This design comes from an exercise in tuning for small area, a short achievable clock period and few clock cycles per item on the open sky130 flow, not from production work. At most, simulation tests tie the RTL to the original design; equivalence was not proved. Power is estimated from default activity; no workload was simulated.

v6:
## SequentialMultiplier128Bit
module SequentialMultiplier128Bit(
    input [127:0] a,
    input [127:0] b,
    input reset_n,
    input clk,
    output [255:0] p,
    output done
    );
Settings: LEC_CHECK=0, ABC_AREA=1, CAP_MARGIN=20, CORE_MARGIN=2, CORE_UTILIZATION=50, SETUP_SLACK_MARGIN=2.7, SLEW_MARGIN=20, TNS_END_PERCENT=5; clock period 5.5 ns.
standard.sh (not shown) runs the stock make flow with config.mk's settings and CLKGATE_MAP_FILE= SYNTH_SCRIPT=/design/flow/synth_recipe.tcl, a recipe that flattens the netlist after the stock synthesis.
==> flow/flow/run.sh <==
#!/bin/bash
# Own layout flow: the standard ORFS flow (standard.sh, unchanged synthesis) with two
# layout settings changed:
#  - the port buffers that buffer_ports inserts are sky130_fd_sc_hd__buf_1 instead of the
#    delay-type buffer it picks by default (every input and output port still gets a buffer);
#  - MATCH_CELL_FOOTPRINT=0, so the timing repair may resize a cell to one of another width.
# Each tool's full output goes to standard.log here and to ORFS's own logs under orfs/logs.
set -euo pipefail
export BUFFER_PORTS_ARGS="-buffer_cell sky130_fd_sc_hd__buf_1"
bash standard.sh MATCH_CELL_FOOTPRINT=0 "BUFFER_PORTS_ARGS=-buffer_cell sky130_fd_sc_hd__buf_1" finish > standard.log 2>&1
test -s out/final.def
Testbench counts of v6, summed over its fixed seeds: cycles 6,912, items 384.
#### Input delta (v7 over v6)
--- a/flow/design.v
+++ b/flow/design.v
@@ -2,22 +2,23 @@
 module SequentialMultiplier128Bit(
     input [127:0] a,
     input [127:0] b,
     input reset_n,
     input clk,
     output [255:0] p,
     output done
     );
   reg [4:0] cnt;
   reg done_r;
   reg shen;      
+  reg [127:0] Hr;    
   reg nz;        
   reg [130:0] S, C;
   reg [127:0] pl;
   reg [7:0] Sp;
   reg [7:1] Cp;
   reg nlp;
   reg [1:0] cv;
   reg [3:0] one, two, neg;       
   reg [3:0] negn;    
   wire ld = ~reset_n;
   reg fin;       
@@ -3031,30 +3032,31 @@
       if (cnt == 5'd15) fin <= 1'b1;
       if (!last) cnt <= cnt + 5'd1;
       if (last) done_r <= 1'b1;
       if (fin) shen <= 1'b0;
     end
   end
   always @(posedge clk) begin
     one <= one_n;
     two <= two_n;
     neg <= neg_n;
     negn <= ~neg_n;
-    S <= Sn[138:8] & {131{~fin}};
-    C <= fin ? {3'b0, H} : Cn[138:8];
-    if (ld | fin) begin
+    S <= Sn[138:8];
+    C <= Cn[138:8];
+    if (fin & ~done_r) Hr <= H;
+    if (ld) begin
       Sp <= 8'd0;
       Cp <= 7'd0;
       nlp <= 1'b0;
       cv <= 2'd0;
     end else begin
       Sp <= Sn[7:0];
       Cp <= Cn[7:1];
       nlp <= neg[3];
       cv <= cvn;
     end
     if (ld) pl <= a;
     else if (shen) pl <= {Lb, pl[127:8]};
   end
-  assign p = {C[127:0], pl};
+  assign p = {Hr, pl};
   assign done = done_r;
 endmodule
--- outcome ---
- From v6 to v7 the numbers moved as follows: leakage power has increased, die outline area has increased.
- Going from v6 to v7, the layout-stage area growth over the synthesis result was found to have gone up by 0.85 points.
- Relative to v6, share of power burned in registers increased by 0.9 points in v7.
- Compared to v6, v7 has non-clock buffer count 7.2% lower.
- Of v7 and v6, v7 shows the lower met1 usage, with v6 above it.
The RTL of v7 was laid out without a check of its function.

* * *

oak:
SequentialMultiplier128Bit, a different RTL version from the one above (not shown whole).
Size in the first run: roughly 520 I/O pins, about 0.045 mm2 of cells after synthesis.
==> flow/config.mk <==
export PLATFORM = sky130hd
export DESIGN_NAME = SequentialMultiplier128Bit
export DESIGN_NICKNAME = SequentialMultiplier128Bit
export VERILOG_FILES = /design/flow/design.v
export SDC_FILE = /design/flow/constraint.sdc
export NUM_CORES = 4
export LEC_CHECK = 0
export ABC_AREA = 1
export CAP_MARGIN = 20
export CORE_MARGIN = 2
export CORE_UTILIZATION = 50
export SETUP_SLACK_MARGIN = 2.7
export SLEW_MARGIN = 20
export TNS_END_PERCENT = 5
==> flow/constraint.sdc <==
create_clock -name core_clock -period 5.5 [get_ports {clk}]
set_input_delay 1.1000 -clock core_clock [delete_from_list [all_inputs] [get_ports {clk}]]
set_output_delay 1.1000 -clock core_clock [all_outputs]
set_load 0.01 [all_outputs]
Scripts as last shown in full above: flow/flow/run.sh
#### Input delta (pine over oak)
diff --git a/flow/design.v b/flow/design.v
--- a/flow/design.v
+++ b/flow/design.v
@@ -2,50 +2,49 @@
 module SequentialMultiplier128Bit(
     input [127:0] a,
     input [127:0] b,
     input reset_n,
     input clk,
     output [255:0] p,
     output done
     );
   reg [4:0] cnt;
   reg done_r;
   reg shen;      
-  reg nzc;       
   reg nz;        
   reg [130:0] S, C;
   reg [127:0] pl;
   reg [7:0] Sp;
   reg [7:1] Cp;
   reg nlp;
   reg [1:0] cv;
   reg [3:0] one, two, neg;       
-  reg [3:0] negn;    
+  reg [3:0] onen, twon, negn;    
   wire ld = ~reset_n;
   reg fin;       
   wire last = fin;
   wire [3:0] nneg = ~neg;
   wire [128:0] pp0;
   assign pp0[63:0] = (({64{one[0]}} & b[63:0]) | ({64{two[0]}} & {b[62:0], 1'b0})) ^ {64{neg[0]}};
-  assign pp0[128:64] = ~(({65{one[0]}} & {1'b0, b[127:64]}) | ({65{two[0]}} & b[127:63])) ^ {65{negn[0]}};
+  assign pp0[128:64] = ~(({65{onen[0]}} | {1'b1, ~b[127:64]}) & ({65{twon[0]}} | ~b[127:63])) ^ ~{65{negn[0]}};
   wire [128:0] pp1;
   assign pp1[63:0] = (({64{one[1]}} & b[63:0]) | ({64{two[1]}} & {b[62:0], 1'b0})) ^ {64{neg[1]}};
-  assign pp1[128:64] = ~(({65{one[1]}} & {1'b0, b[127:64]}) | ({65{two[1]}} & b[127:63])) ^ {65{negn[1]}};
+  assign pp1[128:64] = ~(({65{onen[1]}} | {1'b1, ~b[127:64]}) & ({65{twon[1]}} | ~b[127:63])) ^ ~{65{negn[1]}};
   wire [128:0] pp2;
   assign pp2[63:0] = (({64{one[2]}} & b[63:0]) | ({64{two[2]}} & {b[62:0], 1'b0})) ^ {64{neg[2]}};
-  assign pp2[128:64] = ~(({65{one[2]}} & {1'b0, b[127:64]}) | ({65{two[2]}} & b[127:63])) ^ {65{negn[2]}};
+  assign pp2[128:64] = ~(({65{onen[2]}} | {1'b1, ~b[127:64]}) & ({65{twon[2]}} | ~b[127:63])) ^ ~{65{negn[2]}};
   wire [128:0] pp3;
   assign pp3[63:0] = (({64{one[3]}} & b[63:0]) | ({64{two[3]}} & {b[62:0], 1'b0})) ^ {64{neg[3]}};
-  assign pp3[128:64] = ~(({65{one[3]}} & {1'b0, b[127:64]}) | ({65{two[3]}} & b[127:63])) ^ {65{negn[3]}};
+  assign pp3[128:64] = ~(({65{onen[3]}} | {1'b1, ~b[127:64]}) & ({65{twon[3]}} | ~b[127:63])) ^ ~{65{negn[3]}};
   wire [130:0] Sg = nz ? S : {3'b0, b & {128{pl[0]}}};
-  wire [130:0] Cg = nzc ? C : (131'd1 << 130);
+  wire [130:0] Cg = nz ? C : (131'd1 << 130);
   wire hs0, hc0;
   assign hs0 = Sg[0] ^ Cg[0];
   assign hc0 = Sg[0] & Cg[0];
   wire hs1, hc1;
   assign hs1 = Cg[1] ^ neg[0];
   assign hc1 = Cg[1] & neg[0];
   wire hs2, hc2;
   assign hs2 = Cg[3] ^ neg[1];
   assign hc2 = Cg[3] & neg[1];
   wire hs3, hc3;
   assign hs3 = Cg[4] ^ Sg[4];
@@ -3018,37 +3017,37 @@
     assign two_q[g] = (wq[2*g+2] & ~wq[2*g+1] & ~wq[2*g]) | (~wq[2*g+2] & wq[2*g+1] & wq[2*g]);
   end endgenerate
   wire [3:0] one_n = ld ? one_q : one_p;
   wire [3:0] two_n = ld ? two_q : two_p;
   wire [3:0] neg_n = ld ? neg_q : neg_p;
   always @(posedge clk or negedge reset_n) begin
     if (!reset_n) begin
       cnt <= 5'd0;
       done_r <= 1'b0;
       shen <= 1'b1;
       nz <= 1'b0;
-      nzc <= 1'b0;
       fin <= 1'b0;
     end else begin
       nz <= 1'b1;
-      nzc <= reset_n;
       if (cnt == 5'd15) fin <= 1'b1;
       if (!last) cnt <= cnt + 5'd1;
       if (last) done_r <= 1'b1;
       if (fin) shen <= 1'b0;
     end
   end
   always @(posedge clk) begin
     one <= one_n;
     two <= two_n;
     neg <= neg_n;
+    onen <= ~one_n;
+    twon <= ~two_n;
     negn <= ~neg_n;
     S <= Sn[138:8] & {131{~fin}};
     C <= fin ? {3'b0, H} : Cn[138:8];
     if (ld | fin) begin
       Sp <= 8'd0;
       Cp <= 7'd0;
       nlp <= 1'b0;
       cv <= 2'd0;
     end else begin
       Sp <= Sn[7:0];
       Cp <= Cn[7:1];
## What came out
Sort oak and pine by routed wire length asc -> top: pine
[compare] base=oak new=pine: core utilization went down by 1.2 points; minimum clock period after layout went up by 0.019 ns; fmax went down by 0.67%.
Compared to oak, the number of flip-flops in pine is higher.
Comparing sequential share of layout area for oak and pine, the smaller number came from oak.
Going from oak to pine, number of iterations in the first detailed-routing pass level, met3 routed wirelength saw a decrease, global-route usage down 1.2 points, worst hold slack lost 0.070 ns.
Compared pine against oak; cell count within noise.
pine: count of cell instances traversed by the critical path is 1 lower than what oak reported.
Delta (pine minus oak): area fraction of clock buffers and clock inverters now sits higher, synthesized area per cell now sits at about the same level.
Testbench counts of pine, summed over its fixed seeds: cycles 6,912, items 384.
Only the layout flow was run in oak; the RTL was not checked for function there.

-- separate check: timing with driven ports --
No port has a modelled driver above. Below, the same layouts with a new extraction and two added sets of constraints.
Step 1, drivers: a clkbuf_16 drives clk and a buf_2 each remaining input, both assumed.
Step 2 moves the port delays by t, midway between the first and last clock arrival at a register: inputs arrive t later, outputs are due t later. That takes back most of the time a late clock gives input paths.
Three values: ideal ports, drivers, drivers and shift; two values: the first two.
run	t (ns)	setup WS [ns]	hold WS [ns]
v6	0.724	2.707 / 2.707 / 1.994	0.465 / 0.446 / 0.465
v7	0.724	2.609 / 2.609 / 1.957	0.474 / 0.474 / 0.474
oak	0.746	2.647 / 2.647 / 2.003	0.478 / 0.478 / 0.478
pine	0.751	2.628 / 2.628 / 1.960	0.408 / 0.368 / 0.444
After both steps setup and hold are still met in every run listed. The setup slack of v6, which loses most, moves by 0.000 ns with the drivers and by -0.713 ns with both steps.
